This is an optimization exercise on Yosys and OpenROAD, whose aim is small area, a short achievable clock period and few clock cycles per item, not a production implementation.
Only simulation tests tie the RTL to the original design; equivalence was not proved.

## juniper
==> flow/design.v (excerpt) <==
module kitten_fabric_tile #(
    parameter N_PRE       = 4096,
    parameter N_POST      = 4096,
    parameter ADDRW_PRE   = 13,
    parameter ADDRW_CSR   = 18,
    parameter ADDRW_POST  = 12,
    parameter PACK_WIDTH  = 8,
    parameter BRAM_DELAY  = 1
) (
    input  wire                  clk,
    input  wire                  rst,
    input  wire                  i_step_start,
    input  wire                  i_proj_done,
    output wire                  o_step_done,
    input  wire                  i_pre_spike_valid,
    input  wire [15:0]           i_pre_spike_idx,
    input  wire                  i_pre_spike,
    output wire                  o_pre_spike_ready,
    output wire                  o_post_spike_valid,
    output wire [PACK_WIDTH-1:0] o_post_spike_data,
    input  wire                  i_post_spike_ready,
    output wire [ADDRW_PRE-1:0]  o_indptr_addr,
    input  wire [31:0]           i_indptr_data,
    output wire [ADDRW_CSR-1:0]  o_indices_addr,
    input  wire [31:0]           i_indices_data,
    output wire [ADDRW_CSR-1:0]  o_values_addr,
    input  wire [15:0]           i_values_q_data,
    input  wire [15:0]           i_scale_q,
    output wire [ADDRW_POST-1:0] o_I_addr,
    output wire                  o_I_we,
    output wire [31:0]           o_I_din,
    input  wire [31:0]           i_I_dout,
    output wire [ADDRW_POST-1:0] o_v_addr,
    output wire                  o_v_we,
    output wire [31:0]           o_v_din,
    input  wire [31:0]           i_v_dout,
    input  wire [15:0]           i_alpha,
    input  wire [15:0]           i_v_th
);
Settings: LEC_CHECK=0, CAP_MARGIN=40, CORE_MARGIN=2, CORE_UTILIZATION=40, SLEW_MARGIN=60; clock period 14.0 ns.
standard.sh (not shown) runs the stock make flow with config.mk's settings and CLKGATE_MAP_FILE= SYNTH_SCRIPT=/design/flow/synth_recipe.tcl, a recipe that flattens the netlist after the stock synthesis.
==> flow/flow/run.sh <==
#!/bin/bash
# Standard layout with plain buffers on the ports; timing repair aims
# SETUP_MARGIN ns beyond the clock period.
set -o pipefail
export BUFFER_PORTS_ARGS="-buffer_cell sky130_fd_sc_hd__buf_1"
bash standard.sh SETUP_SLACK_MARGIN=9.5 finish 2>&1 | tee standard_flow.log
Testbench counts of juniper, summed over its fixed seeds: cycles 330,670, steps 24.
[inputs] onyx vs juniper
==> flow/flow/run.sh <==
#!/bin/bash
# Standard layout, with plain buffers on the ports.
set -o pipefail
cp standard.sh standard_copy.log
export BUFFER_PORTS_ARGS="-buffer_cell sky130_fd_sc_hd__buf_2"
bash standard.sh 2>&1 | tee standard_flow.log
- In the metrics for onyx and juniper, the one carrying the lower cell area after layout is onyx.
- When the final numbers for onyx and juniper were put side by side, the critical path depth turned out to be greater in onyx.
- Clock buffer count in the final layout (onyx vs. juniper) increases by more than 10%
- Clock insertion delay at the later pin of the skew report delta (juniper -> onyx): insignificant
Edits applied to the flow inputs when going from onyx to nickel:
==> flow/run.sh (new file) <==
#!/bin/bash
# synth_recipe.tcl (not shown) runs the flow's synth.tcl, then flattens the netlist and writes it again
# the make line also repeats each setting of config.mk as NAME=value (left out here)
make -C /OpenROAD-flow-scripts/flow DESIGN_CONFIG=/design/flow/config.mk WORK_HOME=/design/flow/orfs CLKGATE_MAP_FILE= SYNTH_SCRIPT=/design/flow/synth_recipe.tcl finish
removed: flow/flow/run.sh
removed: flow/standard.sh
--- outcome ---
nickel finished every stage and its layout cleared the timing, DRC and antenna checks. Changes observed in nickel relative to onyx: sum of met2 wire segment lengths after detailed routing picked up an extra about 3.4%, number of placed instances, taps included stayed essentially flat, post-route minimum period has increased.
diff inputs: nickel => cedar
==> flow/flow/run.sh (new file) <==
#!/bin/bash
# Standard layout with plain buffers on the ports; timing repair aims
# SETUP_MARGIN ns beyond the clock period.
set -o pipefail
export BUFFER_PORTS_ARGS="-buffer_cell sky130_fd_sc_hd__buf_1"
bash standard.sh SETUP_SLACK_MARGIN=10.5 finish 2>&1 | tee standard_flow.log
==> flow/standard.sh (new file) <==
#!/bin/bash
# synth_recipe.tcl (not shown) runs the flow's synth.tcl, then flattens the netlist and writes it again
# the make line also repeats each setting of config.mk as NAME=value (left out here)
make -C /OpenROAD-flow-scripts/flow DESIGN_CONFIG=/design/flow/config.mk WORK_HOME=/design/flow/orfs CLKGATE_MAP_FILE= SYNTH_SCRIPT=/design/flow/synth_recipe.tcl "${@:-finish}"
removed: flow/run.sh
==> run summary <==
- Via count delta (cedar − nickel): unfavourable
- Max freq nickel -> cedar: improved
- Looking at nickel and cedar, the count of H-tree levels built during CTS is a wash.
- The highest metal layer used by the detailed router comes out met4 in one run and met5 in the other, namely in nickel and cedar respectively.


== run A ==
Another version of the RTL of kitten_fabric_tile (not shown whole).
Size: roughly 330 flip-flops, roughly 370 I/O pins.
==> flow/config.mk <==
export PLATFORM = sky130hd
export DESIGN_NAME = kitten_fabric_tile
export DESIGN_NICKNAME = kitten_fabric_tile
export VERILOG_FILES = /design/flow/design.v
export SDC_FILE = /design/flow/constraint.sdc
export NUM_CORES = 4
export LEC_CHECK = 0
export ABC_AREA = 1
export CAP_MARGIN = 20
export CORE_MARGIN = 2
export CORE_UTILIZATION = 68
export CTS_CLUSTER_DIAMETER = 100
export CTS_CLUSTER_SIZE = 22
export SLEW_MARGIN = 20
==> flow/constraint.sdc <==
create_clock -name core_clock -period 14.0 [get_ports {clk}]
set_input_delay 2.8000 -clock core_clock [delete_from_list [all_inputs] [get_ports {clk}]]
set_output_delay 2.8000 -clock core_clock [all_outputs]
set_load 0.01 [all_outputs]
==> flow/flow/run.sh <==
#!/bin/bash
# Standard layout with plain buffers on the ports; timing repair aims
# SETUP_MARGIN ns beyond the clock period.
set -o pipefail
export BUFFER_PORTS_ARGS="-buffer_cell sky130_fd_sc_hd__buf_1"
bash standard.sh SETUP_SLACK_MARGIN=9.65 finish 2>&1 | tee standard_flow.log
Testbench counts of run A, summed over its fixed seeds: cycles 332,068, steps 24.
The inputs of run B differ from those of run A as listed below.
Settings: CORE_UTILIZATION now 55, was 68; ABC_AREA no longer set, was 1.
--- a/flow/flow/run.sh
+++ b/flow/flow/run.sh
@@ -6 +6 @@
-bash standard.sh SETUP_SLACK_MARGIN=9.65 finish 2>&1 | tee standard_flow.log
+bash standard.sh SETUP_SLACK_MARGIN=9.5 finish 2>&1 | tee standard_flow.log
==> comparison <==
- [diff] mapped cell area, run B relative to run A: improvement
- The higher worst hold slack came out of run B.
- Of run A and run B, the run reporting the higher post-route worst setup slack was run A.
- Run comparison: run B beginning of the critical path izero$_DFF_PP0_; run A beginning of the critical path acc[22]$_DFF_P_
> inputs changed (run B -> run C)
Settings: ABC_AREA now 1, previously not set; CORE_UTILIZATION now 75, was 55.
--- a/flow/flow/run.sh
+++ b/flow/flow/run.sh
@@ -6 +6 @@
-bash standard.sh SETUP_SLACK_MARGIN=9.5 finish 2>&1 | tee standard_flow.log
+bash standard.sh SETUP_SLACK_MARGIN=9.65 finish 2>&1 | tee standard_flow.log
## What came out
Result for run B and run C: all clean. Run C against run B: routing usage on met2 +26 points, total number of vias +4,621. Global-route wire length before repair: run C vs run B up 15%. Run C: detailed route wirelength on metal2 higher than run B. Relative to run B, cell area after placement has increased by about 0.6% in run C.
Modified inputs, run D compared to run C
Settings: CORE_UTILIZATION changed from 75 to 68; ABC_AREA removed (was 1).
## What came out
Run D reached the end of the flow, and the finished layout is clean on the timing, DRC and antenna checks. A leading cell type in the layout, fill and taps excluded of sky130_fd_sc_hd__buf_1 is what run D shows, while sky130_fd_sc_hd__nand2_1 belongs to run C. Delta(total via count after detailed routing, run D - run C) < 0. Delta (run D minus run C): synthesized cell count went down 479; met3 routed wirelength went down 45%; count of final max-slew check failures held; number of multi-input combinational cells went down about 16%.


violet:
kitten_fabric_tile again, from the RTL that the note above started with.
export LEC_CHECK = 0
export ABC_AREA = 1
export CAP_MARGIN = 20
export CORE_MARGIN = 2
export CORE_UTILIZATION = 68
export CTS_CLUSTER_DIAMETER = 100
export CTS_CLUSTER_SIZE = 22
export SLEW_MARGIN = 20
create_clock -name core_clock -period 14.0 [get_ports {clk}]
==> flow/flow/run.sh <==
#!/bin/bash
# Standard layout with plain buffers on the ports; timing repair aims
# SETUP_MARGIN ns beyond the clock period.
set -o pipefail
export BUFFER_PORTS_ARGS="-buffer_cell sky130_fd_sc_hd__buf_1"
bash standard.sh SETUP_SLACK_MARGIN=9.8 finish 2>&1 | tee standard_flow.log
Testbench counts of violet, summed over its fixed seeds: cycles 332,068, steps 24.
#### Input delta (fjord over violet)
Settings: CORE_UTILIZATION: 68 -> 55.
--- a/flow/flow/run.sh
+++ b/flow/flow/run.sh
@@ -5,2 +5,2 @@
 export BUFFER_PORTS_ARGS="-buffer_cell sky130_fd_sc_hd__buf_1"
-bash standard.sh SETUP_SLACK_MARGIN=9.8 finish 2>&1 | tee standard_flow.log
+bash standard.sh SETUP_SLACK_MARGIN=9.65 finish 2>&1 | tee standard_flow.log
- [compare] base=violet new=fjord: area taken by multi-input logic gates ~0 delta, final-layout clock buffer total dropped 1, number of vias after detailed routing dropped 6.0%.
- Looking at endpoint of the worst setup timing path, the o_I_din[24] result is from violet; the o_I_din[12] one comes from fjord.
- fjord vs. violet: area enclosed by the die boundary went up by 23%.
- Summary of the comparison: wire length is lower in fjord, relative to violet.
- Taking violet as the reference, in fjord initial core utilization went down 13 points.
## Diff of input files: quartz against fjord
Settings: a deleted ABC_AREA that had been 1.
## What came out
- quartz vs fjord, area share of and/or/nand/nor cells after synthesis went down by 5.2 points.
- Looking at area overhead of the layout relative to synthesis, quartz sits 2.0 points above fjord.

-- separate check: timing with driven ports --
How much do the figures lean on ideal ports? The routed layouts below were timed once more, with nothing changed but the port constraints.
Step 1 sets driving cells, clkbuf_16 on the clock port and buf_2 on the other inputs (assumed; they add their load-dependent delay and slew).
Step 2 moves the port delays by t, midway between the first and last clock arrival at a register: inputs arrive t later, outputs are due t later. That takes back most of the time a late clock gives input paths.
Three values: no drivers, after step 1, after step 2; two values: the first two.
| run | shift t [ns] | setup slack, ns | worst register clock-pin slew, ns |
|---|---|---|---|
| juniper | 0.611 | 9.399 / 9.393 / 8.980 | 0.06 / 0.06 |
| onyx | 0.609 | 8.552 / 8.552 / 8.552 | 0.06 / 0.06 |
| nickel | 0.605 | 8.521 / 8.521 / 8.401 | 0.07 / 0.07 |
| cedar | 0.609 | 9.385 / 9.362 / 9.198 | 0.06 / 0.06 |
| run A | 0.609 | 9.655 / 9.600 / 9.732 | 0.11 / 0.11 |
| run B | 0.591 | 9.482 / 9.421 / 9.709 | 0.10 / 0.10 |
| run C | 0.591 | 9.398 / 9.398 / 9.398 | 0.10 / 0.10 |
| run D | 0.583 | 9.586 / 9.530 / 9.718 | 0.10 / 0.10 |
| violet | 0.607 | 9.737 / 9.683 / 9.759 | 0.11 / 0.11 |
| fjord | 0.603 | 9.603 / 9.543 / 9.804 | 0.10 / 0.10 |
| quartz | 0.617 | 9.615 / 9.553 / 9.707 | 0.10 / 0.10 |
After both steps every run listed still meets setup and hold. The setup slack of juniper, which loses most, moves by -0.006 ns with the drivers and by -0.419 ns with both steps.
